Source: an optimization exercise on an open RTL-to-GDS flow (aim: small area). Production flows keep margins and buffers that such runs may drop.
Only simulation tests tie the RTL to the original design; equivalence was not proved.
Power is estimated from default activity; no workload was simulated.

==> design/flow/design.v <==
`timescale 1ns / 1ps
module rotator_16 (
  input wire clk,
  input wire rst,
  input wire init,
  input wire [4:0] iteration,
  input wire signed [16:0] tangle,
  input wire signed  [17:0]    x_i,
  input wire signed  [17:0]    y_i,
  input wire signed  [16:0] z_i,
  output wire signed [17:0]    x_o,
  output wire signed [17:0]    y_o,
  output wire signed [16:0] z_o
  );
  reg signed [17:0] x_1;
  reg signed [17:0] y_1;
  reg signed [16:0] z_1;
  wire signed [17:0] x_i_shifted;
  wire signed [17:0] y_i_shifted;
  assign x_i_shifted = x_i >>> (iteration+1);
  assign y_i_shifted = y_i >>> (iteration+1);
  always @ (posedge clk)
    if (rst) begin
      x_1 <= 0;
      y_1 <= 0;
      z_1 <= 0;
    end else begin
      if (init) begin
        x_1 <= x_i;
        y_1 <= y_i;
        z_1 <= z_i;
      end else
      if (z_i < 0) begin
        x_1 <= x_i - y_i_shifted;  
        y_1 <= y_i - x_i_shifted;  
        z_1 <= z_i + tangle;
      end else begin
        x_1 <= x_i + y_i_shifted;  
        y_1 <= y_i + x_i_shifted;  
        z_1 <= z_i - tangle;
      end
    end
  assign x_o = x_1;
  assign y_o = y_1;
  assign z_o = z_1;
endmodule
module cordic_16 (
  input wire clk,
  input wire rst,
  input wire init,
  input wire signed [17:0]    x_i,
  input wire signed [17:0]    y_i,
  input wire signed [16:0] theta_i,
  output wire signed [17:0]    x_o,
  output wire signed [17:0]    y_o,
  output wire signed [16:0] theta_o,
  output wire signed [17:0]    exp_o,
  output reg done
);
function [16:0] tanangle;
  input [4:0] i;
  begin
    case (i)
    5'd00: tanangle = 17'd17999;    
    5'd01: tanangle = 17'd8369;    
    5'd02: tanangle = 17'd4117;      
    5'd03: tanangle = 17'd2050;      
    5'd04: tanangle = 17'd1024;      
    5'd05: tanangle = 17'd512;      
    5'd06: tanangle = 17'd256;       
    5'd07: tanangle = 17'd128;       
    5'd08: tanangle = 17'd64;       
    5'd09: tanangle = 17'd32;        
    5'd10: tanangle = 17'd16;        
    5'd11: tanangle = 17'd8;        
    5'd12: tanangle = 17'd4;         
    5'd13: tanangle = 17'd2;         
    5'd14: tanangle = 17'd1;         
    5'd15: tanangle = 17'd0;         
    default:tanangle = 17'd0;
    endcase
  end
endfunction
  reg [4:0] iteration;
  reg repeat_3;
  reg repeat_12;
  wire signed [17:0] x,y;
  wire signed [16:0] z;
  assign x = init ? x_i : x_o;
  assign y = init ? y_i : y_o;
  assign z = init ? theta_i : theta_o;
    always @ (posedge clk)
    if (init || rst) 
    begin
    iteration <= 0;
    repeat_3  <= 0;
    repeat_12 <= 0;
    end
    else if(repeat_3 == 0 && iteration == 3)
    begin
    repeat_3  <= 1;
    iteration <= 3;
    end
    else if(repeat_12 == 0 && iteration == 12)
    begin
    repeat_12 <=1;
    iteration <=12;
    end
    else 
    begin
    iteration <= iteration + 1;
    repeat_3  <= 0;
    repeat_12 <= 0;
    end
  always @ (posedge clk  )
  if (rst) done <= 0;
    else if (!init && iteration == (16-1)) done <= 1;
    else done<=0;
  rotator_16 U (clk,rst,init,iteration,tanangle(iteration),x,y,z,x_o,y_o,theta_o);
  assign exp_o = x_o+y_o;
endmodule
`timescale 1ns / 1ps
module mult_betaw (
    input wire CLK,
    input wire signed [15:0] A,
    input wire signed [15:0] B,
    input wire CE,
    output reg signed [16:0] P
);
    wire signed [31:0] prod = A * B;
    always @(posedge CLK)
        if (CE) P <= prod[31:15];
endmodule
module mult_gen_0 (
    input wire CLK,
    input wire signed [4:0] A,
    input wire signed [17:0] B,
    input wire CE,
    output reg signed [22:0] P
);
    wire signed [22:0] prod = A * B;
    always @(posedge CLK)
        if (CE) P <= prod;
endmodule
module mult_gen_1 (
    input wire CLK,
    input wire signed [15:0] A,
    input wire signed [15:0] B,
    output reg signed [15:0] P
);
    wire signed [31:0] prod = A * B;
    always @(posedge CLK)
        P <= prod[30:15];
endmodule
`timescale 1ns / 1ps
module synapse #(
    parameter DW = 16, T_DW = 4
)(
    input wire clk,
    input wire rst,
    input wire en,
    input wire [DW - 1 : 0] weights_w,
    input wire write_enable,
    output reg [DW - 1 : 0] weights_r,
    input wire read_enable,
    input wire pre_spiking,
    output reg signed [DW - 1 : 0] spking_value,
    output reg post_en,
    input wire update_en,
    input wire signed [DW - 1 : 0] learning_rate
    );
    localparam IDLE = 3'b000;
    localparam FORWARD = 3'b001;
    localparam COMPUTE = 3'b010;
    localparam UPDATE = 3'b011;
    reg [2 : 0] fsm_state;
    reg [2 : 0] fsm_next_state;
    reg compute_finish;
    always@(posedge clk) begin
        if(rst) begin
            fsm_state <= IDLE;
        end
        else if(en) fsm_state <= fsm_next_state;
    end
    always@(*) begin
        case(fsm_state)
            IDLE: begin
                if(en) begin
                    fsm_next_state = FORWARD;
                end
                else fsm_next_state = fsm_state;
            end
            FORWARD: begin
                if(en) begin
                    if(update_en) fsm_next_state = COMPUTE;
                    else fsm_next_state = fsm_state;
                end
                else fsm_next_state = fsm_state;
            end
            COMPUTE: begin
                if(en) begin
                   if(compute_finish) fsm_next_state = UPDATE;
                   else fsm_next_state = fsm_state;
                end
                else fsm_next_state = fsm_state;                
            end
            UPDATE: begin
                if(en) fsm_next_state = FORWARD;
                else fsm_next_state = fsm_state;                
            end
            default: fsm_next_state = IDLE;
        endcase
    end
    reg [T_DW - 1 : 0] pre_trace;
    reg [T_DW - 1 : 0] post_trace;
    always@(posedge clk) begin
        if (rst) begin
            pre_trace <= 0;
        end
        else begin
            if (en) begin
                if(pre_spiking) pre_trace <= pre_trace + 1;
            end
        end
    end
    reg signed [DW - 1 : 0] weights;
    always@(posedge clk) begin
        if(rst) begin 
            spking_value <= 0;
            post_en <= 0;
        end
        else if(en) begin
            if(pre_spiking)begin
                spking_value <= weights;
                post_en <= 1'b1;
            end
            else post_en <= 1'b0;
        end
    end
    wire signed [DW - 1 : 0] beta = 16'he667;  
    wire signed [DW : 0] betaw;
    mult_betaw beta_w (clk,beta,weights,1'b1,betaw);
    wire signed [DW - 1 : 0] wmax = 16'h7fff;  
    wire signed [DW - 1 : 0] wmax_w;
    assign wmax_w = wmax - weights;
    wire signed [DW : 0] betawmaxw;
    mult_betaw beta_wmax_w (clk,beta,wmax_w,1'b1,betawmaxw);
    wire cordic_opa;  
    wire signed [DW + 1 : 0] expbetaw;
    wire signed [DW + 1 : 0] expbetawmax_w;
    wire cordic_betaw_finish;
    wire cordic_betawmax_w_finish;
    assign cordic_opa = ~(fsm_state == COMPUTE);
    reg cordic_temp;
    reg cordic_init;
    always@(posedge clk) begin
        if(rst) cordic_temp <= 1'b0;
        else cordic_temp <= cordic_opa;
    end
    always@(posedge clk) begin
        if(rst) cordic_init <= 1'b0;
        else if (~cordic_opa) cordic_init <= cordic_opa ^ cordic_temp;
    end
    cordic_16 cordic_betaw (
    .clk(clk),.rst(cordic_opa),.init(cordic_init),.x_i(18'd39567),.y_i(0),.theta_i(betaw),.exp_o(expbetaw),.done(cordic_betaw_finish)
    );
    cordic_16 cordic_betawmax_w (
    .clk(clk),.rst(cordic_opa),.init(cordic_init),.x_i(18'd39567),.y_i(0),.theta_i(betawmaxw),.exp_o(expbetawmax_w),.done(cordic_betawmax_w_finish)
    );
    reg delay_for_mul1, delay_for_mul2;  
    always@(posedge clk) begin
        if(rst) delay_for_mul1 <= 0;
        else if(en) delay_for_mul1 <= cordic_betaw_finish & cordic_betawmax_w_finish;
    end
    always@(posedge clk) begin
        if(rst) delay_for_mul2 <= 0;
        else if(en) delay_for_mul2 <= delay_for_mul1;
    end       
    always@(posedge clk) begin
        if(rst) compute_finish <= 0;
        else if(en) compute_finish <= delay_for_mul2;
    end 
    reg [T_DW - 1 : 0] pre_trace_temp;
    always@(posedge clk) begin
        if(rst) begin
            pre_trace_temp <= 0;
        end
        else if(en) begin
            if(update_en) pre_trace_temp <= pre_trace;
        end
    end
    wire signed [DW + 1 : 0] diff;
    assign diff = expbetaw - expbetawmax_w;
    wire signed [DW + T_DW + 2 : 0] diff_trace;
    mult_gen_0 difftrace (clk, {1'b0,pre_trace_temp}, diff, 1'b1, diff_trace);
    wire signed [DW - 1 : 0] derta_w;
    mult_gen_1 dertaw (clk,diff_trace[DW + T_DW + 1 : T_DW + 2],learning_rate,derta_w);
    always@(posedge clk) begin
        if(rst) begin
            weights <= 0;
            weights_r <= 0;
        end
        else if(en) begin
            if(fsm_state == UPDATE) begin 
                weights <= weights + derta_w;
            end
            else if(read_enable) weights_r <= weights;
        end
        else if(write_enable) weights <= weights_w;
    end
endmodule
==> design/flow/run.sh <==
#!/bin/bash
# synth_recipe.tcl (not shown) runs the flow's synth.tcl, then flattens the netlist and writes it again
# the make line also repeats each setting of config.mk as NAME=value (left out here)
make -C /OpenROAD-flow-scripts/flow DESIGN_CONFIG=/design/flow/config.mk WORK_HOME=/design/flow/orfs CLKGATE_MAP_FILE= SYNTH_SCRIPT=/design/flow/synth_recipe.tcl finish
==> design/flow/config.mk <==
export PLATFORM = sky130hd
export DESIGN_NAME = synapse
export DESIGN_NICKNAME = synapse
export VERILOG_FILES = /design/flow/design.v
export SDC_FILE = /design/flow/constraint.sdc
export NUM_CORES = 4
export LEC_CHECK = 0
export CAP_MARGIN = 20
export CORE_MARGIN = 2
export CORE_UTILIZATION = 40
export SLEW_MARGIN = 20
==> design/flow/constraint.sdc <==
create_clock -name core_clock -period 10.0 [get_ports {clk}]
set_input_delay 2.0000 -clock core_clock [delete_from_list [all_inputs] [get_ports {clk}]]
set_output_delay 2.0000 -clock core_clock [all_outputs]
set_load 0.01 [all_outputs]
==> impl_metrics.csv <==
group,metric,value,unit
run_status,outcome,"no timing/DRC/antenna violations",
die,initial_core_util,0.405,
pwr,power.ir.vdd_worst,0.386,mV
pwr,seqPwrFrac,0.099,
sta,worst_slew_pin_slew,1140,ps
global_routing,grt_max_degree,77,
pwr,p_leak,20.7,nW
clock_tree,cts_resized,0,
clock_tree,clk_pin_slew,60,ps
clock_tree,cts-root-buf,"clkbuf_16",
clock_tree,clock_sinks,248,
setup_path,cp.required,10480,ps
setup_path,worstPathArrival,8520,ps
die,die_w,325,um
sta,setup_ws,1970,ps
sta,min_period,8030,ps
die,dieArea,106000,um^2
yosys,ys_warn_count,8,
clock_tree,cts_hold_buf,0,
yosys,synth_edf_count,0,
cells_and_area,drive_gt1_frac,0.0409,
clock_tree,clk_path_buf_depth,3,
routing,num_vias,33200,
die,die_y,325,um
yosys,synth.net_count,5970,
sta,setup_viol,0,
worst_hold_path,hold_class,"reg2reg",
global_routing,grt_overflow,0,
routing,drc,0,
pwr,p_total,15.9,mW
routing,wl_per_cell,18.0,um
placement,place_hpwl,90.5,mm
die,core,102000,um^2
die,io_pins,72,
cells_and_area,final_util,0.437,
pwr,switching_power,8.23,mW
pwr,power_frac_comb,0.819,
sta,relSlewSlack,0.236,
cells_and_area,area_growth,7.87,%
setup_path,cp-end-kind,"flop",
pwr,p_int,7.66,mW
yosys,netlist_area,41300,um^2
routing,first_pass_iters,6,
yosys,netlist_instances,4919,
global_routing,grt_pass1_wl,185,mm
placement,dp_slack,1470,ps
yosys,ys_seq_elements,248,
yosys,yosysTopAreaCellShare,0.251,
pwr,p_sw_frac,0.518,
yosys,synth_flop_cell,"dfxtp_1",
placement,routabilityCongestion,0.936,
pwr,power_density,357,nW/um^2
placement,dpl.cell_count,6224,
sta,fin_crit_sh,0.803,
sta,rsz0062_at_grt,"false",
setup_path,cp_max_fo,16,
global_routing,first_global_vias,33900,
pwr,pwr-share-clk,0.082,
routing,ant_nets,0,
routing,drtIter0Drc,2071,
placement,numPortBuffers,71,
cells_and_area,final_cells,6287,
cells_and_area,fin_nets,5943,
yosys,ys_types,96,
routing,wl,113,mm
clock_tree,cts_buffers,34,
yosys,yosys-top-cells-area,"fa_1, ha_1, dfxtp_1",
sta,tns,0,ps
sta,clock-skew-final,37.5,ps
global_routing,antenna_found_initial,1,
setup_path,startpoint_type,"input pin",
yosys,synth.top_cells.by_count,"inv_1, fa_1, ha_1",
clock_tree,clk_latency,570,ps
die,num_rows,117,
sta,report.final.slew_viol_count,0,
yosys,ys_async_sr_fraction,0,
clock_tree,cts_htree_levels,2,
sta,hold_viol,0,
yosys,yosys.cell_count.top_type,"inv_1",
clock_tree,cts_tree,"done",
yosys,synth_top_cell_by_area,"fa_1",
yosys,yosysSeqAreaShare,0.120,
sta,fmax,124,MHz
global_routing,grt_usage,0.216,
yosys,avgSynthCellArea,8.40,um^2
routing,vias_per_cell,5.28,
clock_tree,post_cts_buffers,0,
setup_path,critical_path_class,"in2reg",
job,drv_cap,0,
-- metrics by stage --
step	hold slack (ps)	cell area [um^2]
3_5_place_dp	450	43400
4_1_cts	444	44500
5_1_grt	484	44500
2_1_floorplan	440	41300
6_report	442	44500
3_3_place_gp	448	43400
-- worst max-delay path, cell delays in order --
cell             delay [ps]
clkdlybuf4s50_1         950
nand2_1                 170
fa_1                    540
inv_1                    50
fa_1                    470
inv_1                    50
fa_1                    490
inv_1                    50
fa_1                    530
inv_1                    50
fa_1                    470
inv_1                    50
fa_1                    430
ha_1                    300
a21o_1                  200
a21o_1                  190
a2111o_1                440
and3_1                  230
a21boi_0                300
nor2b_1                 130
o21a_1                  190
nor2_1                  110
xnor2_1                 130
-- area by class of cell --
class,count,area (um^2)
fill,10200,57500
multi-input combinational,3623,32400
sequential,248,4970
inverter,867,3250
tap,1368,1710
timing repair buffer,118,1060
clock buffer,45,973
clock inverter,17,215
antenna,1,2.50
-- cells in the final DEF, fill, tap and decap left out, types with 10 or more instances in the layout --
cell	count
o22ai_1	14
o21a_1	40
or3_1	34
o221ai_1	20
and3_1	34
mux4_2	22
ha_1	494
a21boi_0	13
inv_1	864
and2_1	153
o211ai_1	38
o21ai_0	157
a211oi_1	38
o21bai_1	16
buf_4	47
dfxtp_1	244
o31ai_1	21
nor4_1	14
o21ai_1	20
a21oi_1	273
fa_1	518
a31oi_1	28
a21o_1	46
nand2b_1	52
mux2i_1	70
clkdlybuf4s50_1	70
mux2_2	20
nor3_1	95
a211o_1	10
xnor2_1	142
or2_2	19
nor2b_1	66
nand4_1	20
nand2_1	463
clkbuf_16	35
nand3_1	72
xor2_1	95
nor2_1	321
-- state kept, by name (all words and copies together), names as in the netlist, 2 cells and up --
name                         count
cordic_betaw.U.z_1              17
difftrace.P                     16
beta_w.P                        15
beta_wmax_w.P                   15
cordic_betawmax_w.U.y_1         18
weights                         16
pre_trace_temp                   4
cordic_betaw.U.x_1              18
pre_trace                        4
cordic_betaw.iteration           5
cordic_betaw.U.y_1              18
spking_value                    16
cordic_betawmax_w.U.x_1         18
dertaw.P                        16
cordic_betawmax_w.iteration      5
weights_r                       16
cordic_betawmax_w.U.z_1         17
fsm_state                        2
-- path summary, 6_finish.rpt --
| path | startpoint | end | depth (start not counted) | slack (ps) |
|---|---|---|---|---|
| setup / recovery | learning_rate[5] | dertaw.P[5] | 23 | 1970 |
| hold / removal | beta_wmax_w.P[0] | cordic_betawmax_w.U.z_1[0] | 2 | 440 |
| setup reg to reg | cordic_betawmax_w.iteration[0] | cordic_betawmax_w.U.x_1[17] | 25 | 2460 |
| hold reg to reg | beta_wmax_w.P[0] | cordic_betawmax_w.U.z_1[0] | 2 | 440 |
-- power by group through the flow --
| stage | logic [mW] | clock network, mW | registers [mW] |
|---|---|---|---|
| detailed placement | 13.0 | 0 | 1.58 |
| CTS | 13.1 | 1.33 | 1.57 |
| global route | 15.0 | 1.37 | 1.59 |
| finish | 13.0 | 1.30 | 1.57 |
| floorplan | 10.1 | 0 | 1.41 |
| global placement | 12.9 | 0 | 1.59 |
-- cells by family after synthesis --
logic type,Yosys count,synth area share
and+or+nand+nor,1402,0.163
buffers and inverters,1048,0.0969
adders and majority gates,1012,0.401
AOI/OAI and AO/OA,854,0.133
DFF,248,0.120
xor gates and xnor gates,239,0.0514
muxes,116,0.0356
-- per-layer routing --
| layer | track usage | vias to the layer above | share of wire |
|---|---|---|---|
| li1 | - | 16000 | - |
| met1 | 0.288 | 16200 | 0.45 |
| met2 | 0.366 | 774 | 0.47 |
| met3 | 0.0209 | 188 | 0.043 |
| met4 | 0.0741 | 0 | 0.036 |
| met5 | 0 | - | 0 |

[static timing again, ports no longer ideal]
No port has a modelled driver above. Below, the same layout with a new extraction and two added sets of constraints.
Step 1 sets driving cells, clkbuf_16 on the clock port and buf_2 on the other inputs (assumed; they add their load-dependent delay and slew).
Step 2 adds t to the input delays and takes it off the output delays; t is the mean of the earliest and latest rising clock arrival at the registers after step 1. Input paths then give back, and output paths get back, about the clock's delay inside the block.
a / b / c = ideal ports / drivers / drivers and shift; a / b = the first two.
t (ns): 0.621
slack for setup (ns): 1.966 / 2.009 / 1.388
hold WS [ns]: 0.442 / 0.442 / 0.442
worst data-port slew with drivers (ns): 0.13
cell pins on the clock port's net: 1
After both steps this run still meets setup and hold. The setup slack of this run moves by +0.043 ns with the drivers and by -0.578 ns with both steps.
